Background: an optimization exercise with open tools, aiming at small area, a short achievable clock period and few clock cycles per item. Do not read the settings as production practice.
Function was checked by simulation only, so behaviour that the tests miss may differ from the original.
Power is estimated from default activity; no workload was simulated.

**flow/config.mk**
```make
export PLATFORM = sky130hd
export DESIGN_NAME = booth_bcd
export DESIGN_NICKNAME = booth_bcd
export VERILOG_FILES = /design/flow/design.v
export SDC_FILE = /design/flow/constraint.sdc
export NUM_CORES = 4
export LEC_CHECK = 0
export CAP_MARGIN = 20
export CORE_MARGIN = 2
export CORE_UTILIZATION = 40
export SLEW_MARGIN = 20
```
**flow/constraint.sdc**
```tcl
create_clock -name core_clock -period 20.0 [get_ports {clk}]
set_input_delay 4.0000 -clock core_clock [delete_from_list [all_inputs] [get_ports {clk}]]
set_output_delay 4.0000 -clock core_clock [all_outputs]
set_load 0.01 [all_outputs]
```
**flow/design.v**
```verilog
module control #(
    parameter n = 8
    ) (
    input logic clk,
    input logic rst,
    input logic signal_num,
    input logic [1:0] q_LSB,
    output logic load_A,
    output logic load_B,
    output logic load_add,
    output logic shift_HQ_LQ_Q_1,
    output logic add_sub,
    output logic ready,
    output logic done
    );
    reg [6:0] state, next_state;
    reg [$clog2(n)-1:0] cont;
    reg z;
    parameter idle = 7'b0000001, init = 7'b0000010, sel0 = 7'b0000100;
    parameter sum = 7'b0001000, res = 7'b0010000, shift = 7'b0100000, sel1 = 7'b1000000;
    always_ff @(posedge clk) begin
        if (rst) begin
            cont <= {$clog2(n){1'b1}};
            z <= 1'b0;
            done <= 1'b0;
            state <= idle;
        end
        else begin
            state <= next_state;
            done <= (state == sel1) && z;
            if (state == idle)
                cont <= n - 1;
            else if (state == shift) begin
                cont <= cont - 1'b1;
                z <= (cont == 0);
            end
            if (state == idle)
                z <= 1'b0;
        end
    end
    always_comb begin
        next_state = state;
        load_A = 1'b0;
        load_B = 1'b0;
        load_add = 1'b0;
        shift_HQ_LQ_Q_1 = 1'b0;
        add_sub = 1'b0;
        ready = 1'b0;
        case (state)
            idle: begin
                ready = 1'b1;
                if (signal_num) begin
                    load_A = 1'b1;
                    load_B = 1'b1;
                    next_state = sel0;
                end
                else begin
                    next_state = idle;
                end
            end
            sel0: begin
                if (q_LSB[0] == q_LSB[1]) begin
                    next_state = shift;
                end
                else if (q_LSB[0]) begin
                    next_state = sum;
                end
                else begin
                    next_state = res;
                end
            end
            sum: begin
                load_add = 1'b1;
                add_sub = 1'b1;
                next_state = shift;
            end
            res: begin
                load_add = 1'b1;
                add_sub = 1'b0;
                next_state = shift;
            end
            shift: begin
                shift_HQ_LQ_Q_1 = 1'b1;
                next_state = sel1;
            end
            sel1: begin
                if (z) begin
                    next_state = idle;
                end
                else begin
                    next_state = sel0;
                end
            end
            default: begin
                next_state = idle;
            end
        endcase
    end
endmodule
module mult_with_no_fsm #(
    parameter N = 8
    ) (
    input logic clk ,
    input logic rst ,
    input logic [N-1:0] A,
    input logic [N-1:0] B,
    input logic load_A,
    input logic load_B,
    input logic load_add,
    input logic shift_HQ_LQ_Q_1,
    input logic add_sub,
    output logic [1:0] Q_LSB,
    output logic [2*N-1:0] Y
) ;
logic [N:0] M;
logic [N:0] adder_sub_out ;
logic [2*N+1: 0 ] shift ;
logic [N:0] HQ;
logic [N-1:0] LQ;
logic Q_1;
always_ff@ (posedge clk) begin
    if ( rst )
        M <='b0 ;
    else
        M <= (load_A) ? {A[N-1], A} : M;
    end
always_comb begin
    if (add_sub )
        adder_sub_out = HQ + M;
    else
        adder_sub_out = HQ - M;
    end
always_comb begin
    HQ = shift[2*N+1:N+1];
    LQ = shift[N:1] ;
    Q_1 = shift[0] ;
    Y = {HQ[N-1:0],LQ} ;
    Q_LSB = {LQ[0] ,Q_1} ;
end
always_ff@ (posedge clk) begin
    if ( rst )
        shift <= 'b0 ;
    else if (shift_HQ_LQ_Q_1)
        shift <= $signed (shift)>>>1;
         else begin
            if ( load_B ) begin
                shift [2*N+1:N+1] <= 'b0;
                shift [N:1] <= B;
                shift [0] <= 1'b0;
            end
            if ( load_add )
                shift [2*N+1:N+1] <= adder_sub_out ;
        end
    end
endmodule
module bin_decimal (  
    input [15:0] binario,
    output reg [19:0] bcd 
);
    integer i;
    always @ (binario) begin
        bcd = 20'b0;   
        for (i = 0; i < 16; i = i + 1) begin
            if (bcd[3:0] >= 5) bcd[3:0] = bcd[3:0] + 3;
            if (bcd[7:4] >= 5) bcd[7:4] = bcd[7:4] + 3;
            if (bcd[11:8] >= 5) bcd[11:8] = bcd[11:8] + 3;
            if (bcd[15:12] >= 5) bcd[15:12] = bcd[15:12] + 3;
            if (bcd[19:16] >= 5) bcd[19:16] = bcd[19:16] + 3;
            bcd = {bcd[18:0], binario[15-i]};  
        end
    end
endmodule
module booth_bcd (
    input  logic        clk,
    input  logic        rst,
    input  logic        start,
    input  logic [7:0]  a,
    input  logic [7:0]  b,
    output logic        ready,
    output logic        done,
    output logic [15:0] product,
    output logic [19:0] bcd
);
    logic [1:0]  q_LSB;
    logic        load_A, load_B, load_add, shift_HQ_LQ_Q_1, add_sub;
    logic [15:0] num_Y;
    logic [15:0] magnitude;
    control #(.n(8)) ctrl (
        .clk(clk),
        .rst(rst),
        .signal_num(start),
        .q_LSB(q_LSB),
        .load_A(load_A),
        .load_B(load_B),
        .load_add(load_add),
        .shift_HQ_LQ_Q_1(shift_HQ_LQ_Q_1),
        .add_sub(add_sub),
        .ready(ready),
        .done(done)
    );
    mult_with_no_fsm #( .N(8) ) Multiplicador (
        .clk(clk),
        .rst(rst),
        .A(a),
        .B(b),
        .load_A(load_A),
        .load_B(load_B),
        .load_add(load_add),
        .shift_HQ_LQ_Q_1(shift_HQ_LQ_Q_1),
        .add_sub(add_sub),
        .Q_LSB(q_LSB),
        .Y(num_Y)
    );
    assign product   = num_Y;
    assign magnitude = num_Y[15] ? (~num_Y + 16'd1) : num_Y;
    bin_decimal Bin_BCD(
        .binario(magnitude),
        .bcd(bcd)
    );
endmodule
```
**flow/run.sh**
```bash
#!/bin/bash
# synth_recipe.tcl (not shown) runs the flow's synth.tcl, then flattens the netlist and writes it again
# the make line also repeats each setting of config.mk as NAME=value (left out here)
make -C /OpenROAD-flow-scripts/flow DESIGN_CONFIG=/design/flow/config.mk WORK_HOME=/design/flow/orfs CLKGATE_MAP_FILE= SYNTH_SCRIPT=/design/flow/synth_recipe.tcl finish
```
==> reports/results.tsv <==
metric	value	unit
total CTS buffers	5	
pre-CTS setup slack	-0.0149	ns
met1 Track Usage GR	0.240	
Static Leak	3.62	nW
placed cell count	1221	
Crit path top cell by count	ha_1	
final std cells w/o fill	1236	
Hold EP	Multiplicador.shift[17]	
Final ANT Viol Nets	0	
Required @ worst endpoint	16.00	ns
Crit. End Element	primary output	
worst hold path depth	2	
Final HPWL DP	12900	um
critical path's slowest cell	clkdlybuf4s50_1	
drt wl/cell	13.4	um
syn avg cell area	7.70	um2
P&R area growth vs syn	15.1	%
R2R cell count	17	
Final min period	19.10	ns
register area	742	um2
via count	6860	
Reg2Reg Capture Point	Multiplicador.shift[17]	
clk_skew	0.00786	ns
Fin. Hold Viols	0	
Final setup viols	0	
Post-synth EDFFs	0	
vias in the first global route	6225	
Clk Tree Root Cell	clkbuf_16	
# clock sinks	37	
final wirelength	16600	um
top post-synthesis cells by area	ha_1 10%, dfxtp_1 10%, a21oi_1 4.6%	
CTS Buffer Depth	2	
vias per std cell	5.55	
met3 usage	0.0189	
most frequent cell after synthesis	nand2_1	
Die W	139	um
top_reg_cell synth	dfxtp_1	
DRT Pass-1 Iters	6	
Post-DP Area	8060	um2
sequential share of the synthesized area	0.101	
Clock Latency Late Sink	0.28	ns
Logic pwr share	0.497	
fmax	52.3	MHz
Die Y	139	um
Critical Path Start Type	flop	
run status	finished clean	
io pins	57	
GRT Residual Overflow	0	
Final period util	0.955	
initial antenna violation count	0	
area leader, netlist	ha_1	
total core area	18000	um2
top cell types by occurrence after synthesis	88 x nand2_1, 71 x nor2_1, 68 x a21oi_1, 61 x ha_1, 61 x inv_1	
Least-Margin Pin Slew	0.809	ns
worst hold-check path type	reg -> reg	
global routing's busiest layer	met2	
pin count of the biggest net entering global routing	34	
CP Class	reg -> out	
Synth Register Bits	37	
FFs w/ async S/R, synth	0	
CP Max Fanout	8	
Max Slew Vio Count	0	
Peak VDD IR	0.0000582	V
final worst setup slack	0.896	ns
H-tree depth	2	
met2 GRT Util	0.268	
crit path DAT	15.10	ns
hold_buf cts	0	
Pint	0.203	mW
ANT cells	0	
worst hold start	Multiplicador.shift[17]	
Flop pwr share	0.260	
Nets	1088	
Cell variety after synth	123	
highest cell delay on the worst timing path	0.56	ns
# port buffers	56	
net switching power	0.114	mW
clock slew at reported path FFs	0.06	ns
Post-Syn Instances	950	
Clk pwr share	0.243	
Routability Congestion	0.828	
Sw Ratio	0.360	
fill count	1804	
fin area	8420	um2
DR DRC count	0	
post-synth top area share	0.104	
all-layer global routing usage	0.164	
die area	19400	um2
worst reg2reg path startpoint	ctrl.state[6]	
MaxCap Viol Count	0	
Slew Limit Headroom	0.457	
share of layout cells above drive strength 1	0.174	
Starting Density	0.407	
Min Hold Slack	0.484	ns
first-pass GRT wire length	28500	um
PD cells	37.7	nW/um2
CTS tree	yes	
setup TNS	0	ns
Initial DRC Count	392	
multi-input logic area	6180	um2
Cell Rows	49	
Mapped Nets	1031	
r2r setup slk	16.28	ns
synthesized cell area	7320	um2
synth warn	3	
area by class of cell:
class                   instances  area share
clock inverters                 1    0.000891
inverters                      68      0.0307
well taps                     229      0.0340
clock buffers                   6      0.0165
flip-flops and latches         37      0.0881
repair buffers                 88      0.0960
multi-input cells             807       0.734
power by group through the flow:
| stage | clock, mW | sequential [mW] | combinational [mW] |
|---|---|---|---|
| floorplan | 0 | 0.0830 | 0.102 |
| global placement | 0 | 0.0838 | 0.149 |
| detailed placement | 0 | 0.0839 | 0.149 |
| CTS | 0.0790 | 0.0824 | 0.153 |
| global route | 0.0826 | 0.0833 | 0.176 |
| finish | 0.0773 | 0.0824 | 0.158 |
layer usage:
layer  up-vias  routed length (um)
li1       3623                   -
met2        78                7300
met5         -                   0
met4         0                  74
met1      3153                8760
met3         6                 423
per-stage QoR:
step | power (mW) | utilization
floorplan | 0.185 | -
global placement | 0.233 | 0.449
detailed placement | 0.233 | 0.449
CTS | 0.314 | 0.458
global route | 0.342 | 0.469
finish | 0.318 | 0.469
timing repair:
action	CTS	global route
endpoints found under the hold margin	0	0
resized for setup	3	29
gates cloned	0	0
pin swaps	0	8
setup endpoints to repair	6	18
buffers inserted	1	7
cells by family after synthesis:
| family | count (synthesis) | share of synthesized area |
|---|---|---|
| AND/OR/NAND/NOR | 341 | 0.247 |
| AO/OA/AOI/OAI | 291 | 0.304 |
| buffers and inverters | 106 | 0.0747 |
| adder cells (fa/ha/maj) | 63 | 0.108 |
| XOR/XNOR | 58 | 0.0785 |
| multiplexers | 54 | 0.0865 |
| flip-flops | 37 | 0.101 |
worst max-delay path by stage:
stage / startpoint / endpoint / slack (ns) / depth (start not counted)
finish: Multiplicador.shift[2] / bcd[2] / 0.90 / 76
global route: Multiplicador.shift[10] / bcd[2] / -0.05 / 75
CTS: Multiplicador.shift[1] / bcd[1] / 0.02 / 78
detailed placement: Multiplicador.shift[1] / bcd[2] / -0.01 / 77
global placement: Multiplicador.shift[1] / bcd[2] / 0.39 / 76
floorplan: Multiplicador.shift[1] / bcd[2] / 0.53 / 79
critical path: cells and delay by family (launching register included):
kind	cells	cell delay, ns
buffers and inverters	10	1.41
flip-flops	1	0.37
multiplexers	3	0.81
adder cells (fa/ha/maj)	13	2.90
AO/OA/AOI/OAI	18	3.25
XOR/XNOR	7	1.42
AND/OR/NAND/NOR	25	4.67
flip-flops by register name, summed over array words and instances (netlist names):
register and flops:
Multiplicador.shift 18, Multiplicador.M 8, ctrl.z 1, ctrl.done 1, ctrl.cont 3, ctrl.state 6
layout by cell type, fill, tap and decap left out, types with 6 or more instances in the layout:
cell,netlist,layout
o21ai_0,27,26
nand3b_1,8,8
mux2i_2,4,7
o21bai_1,6,6
o211a_1,7,7
o21ai_1,11,11
dfxtp_1,37,36
nor4_1,7,7
nor3_1,29,28
a222oi_1,7,7
nand2_1,88,88
mux2i_1,27,24
mux2_4,7,7
a21o_1,13,13
nand3_1,21,21
ha_1,61,58
clkdlybuf4s50_1,0,53
and2_1,10,10
nand2b_1,19,18
xnor2_2,5,9
a21oi_1,68,65
o31ai_1,12,10
a22oi_1,9,9
xor2_1,21,21
a211oi_1,11,10
o22ai_1,9,9
xnor2_1,29,25
mux2_2,13,13
o211ai_1,17,17
inv_1,61,61
nor2_1,71,70
buf_4,13,32
a211o_1,7,7
or3_1,9,9
nor2b_1,9,8
o21a_1,11,11
Testbench counts, summed over its fixed seeds: cycles 46,359, items 1,600.

[static timing again, ports no longer ideal]
No port has a modelled driver above. Below, the same layout with a new extraction and two added sets of constraints. Step 1: set_driving_cell puts a clkbuf_16 on clk and a buf_2 on each other input, an assumption about the parent block. Step 2 also shifts input and output timing later by t, the mid clock arrival at the registers, as if the neighbouring blocks saw the same clock. Slacks: no drivers / after step 1 / after step 2; pairs: no drivers / after step 1.
shift t [ns]: 0.304
slack for setup (ns): 0.896 / 0.865 / 1.169
hold slack, ns: 0.484 / 0.484 / 0.484
worst setup path after step 2: register to output
After both steps this run still meets setup and hold. For this run, drivers alone change the setup slack by -0.031 ns; drivers and shift together by +0.273 ns.
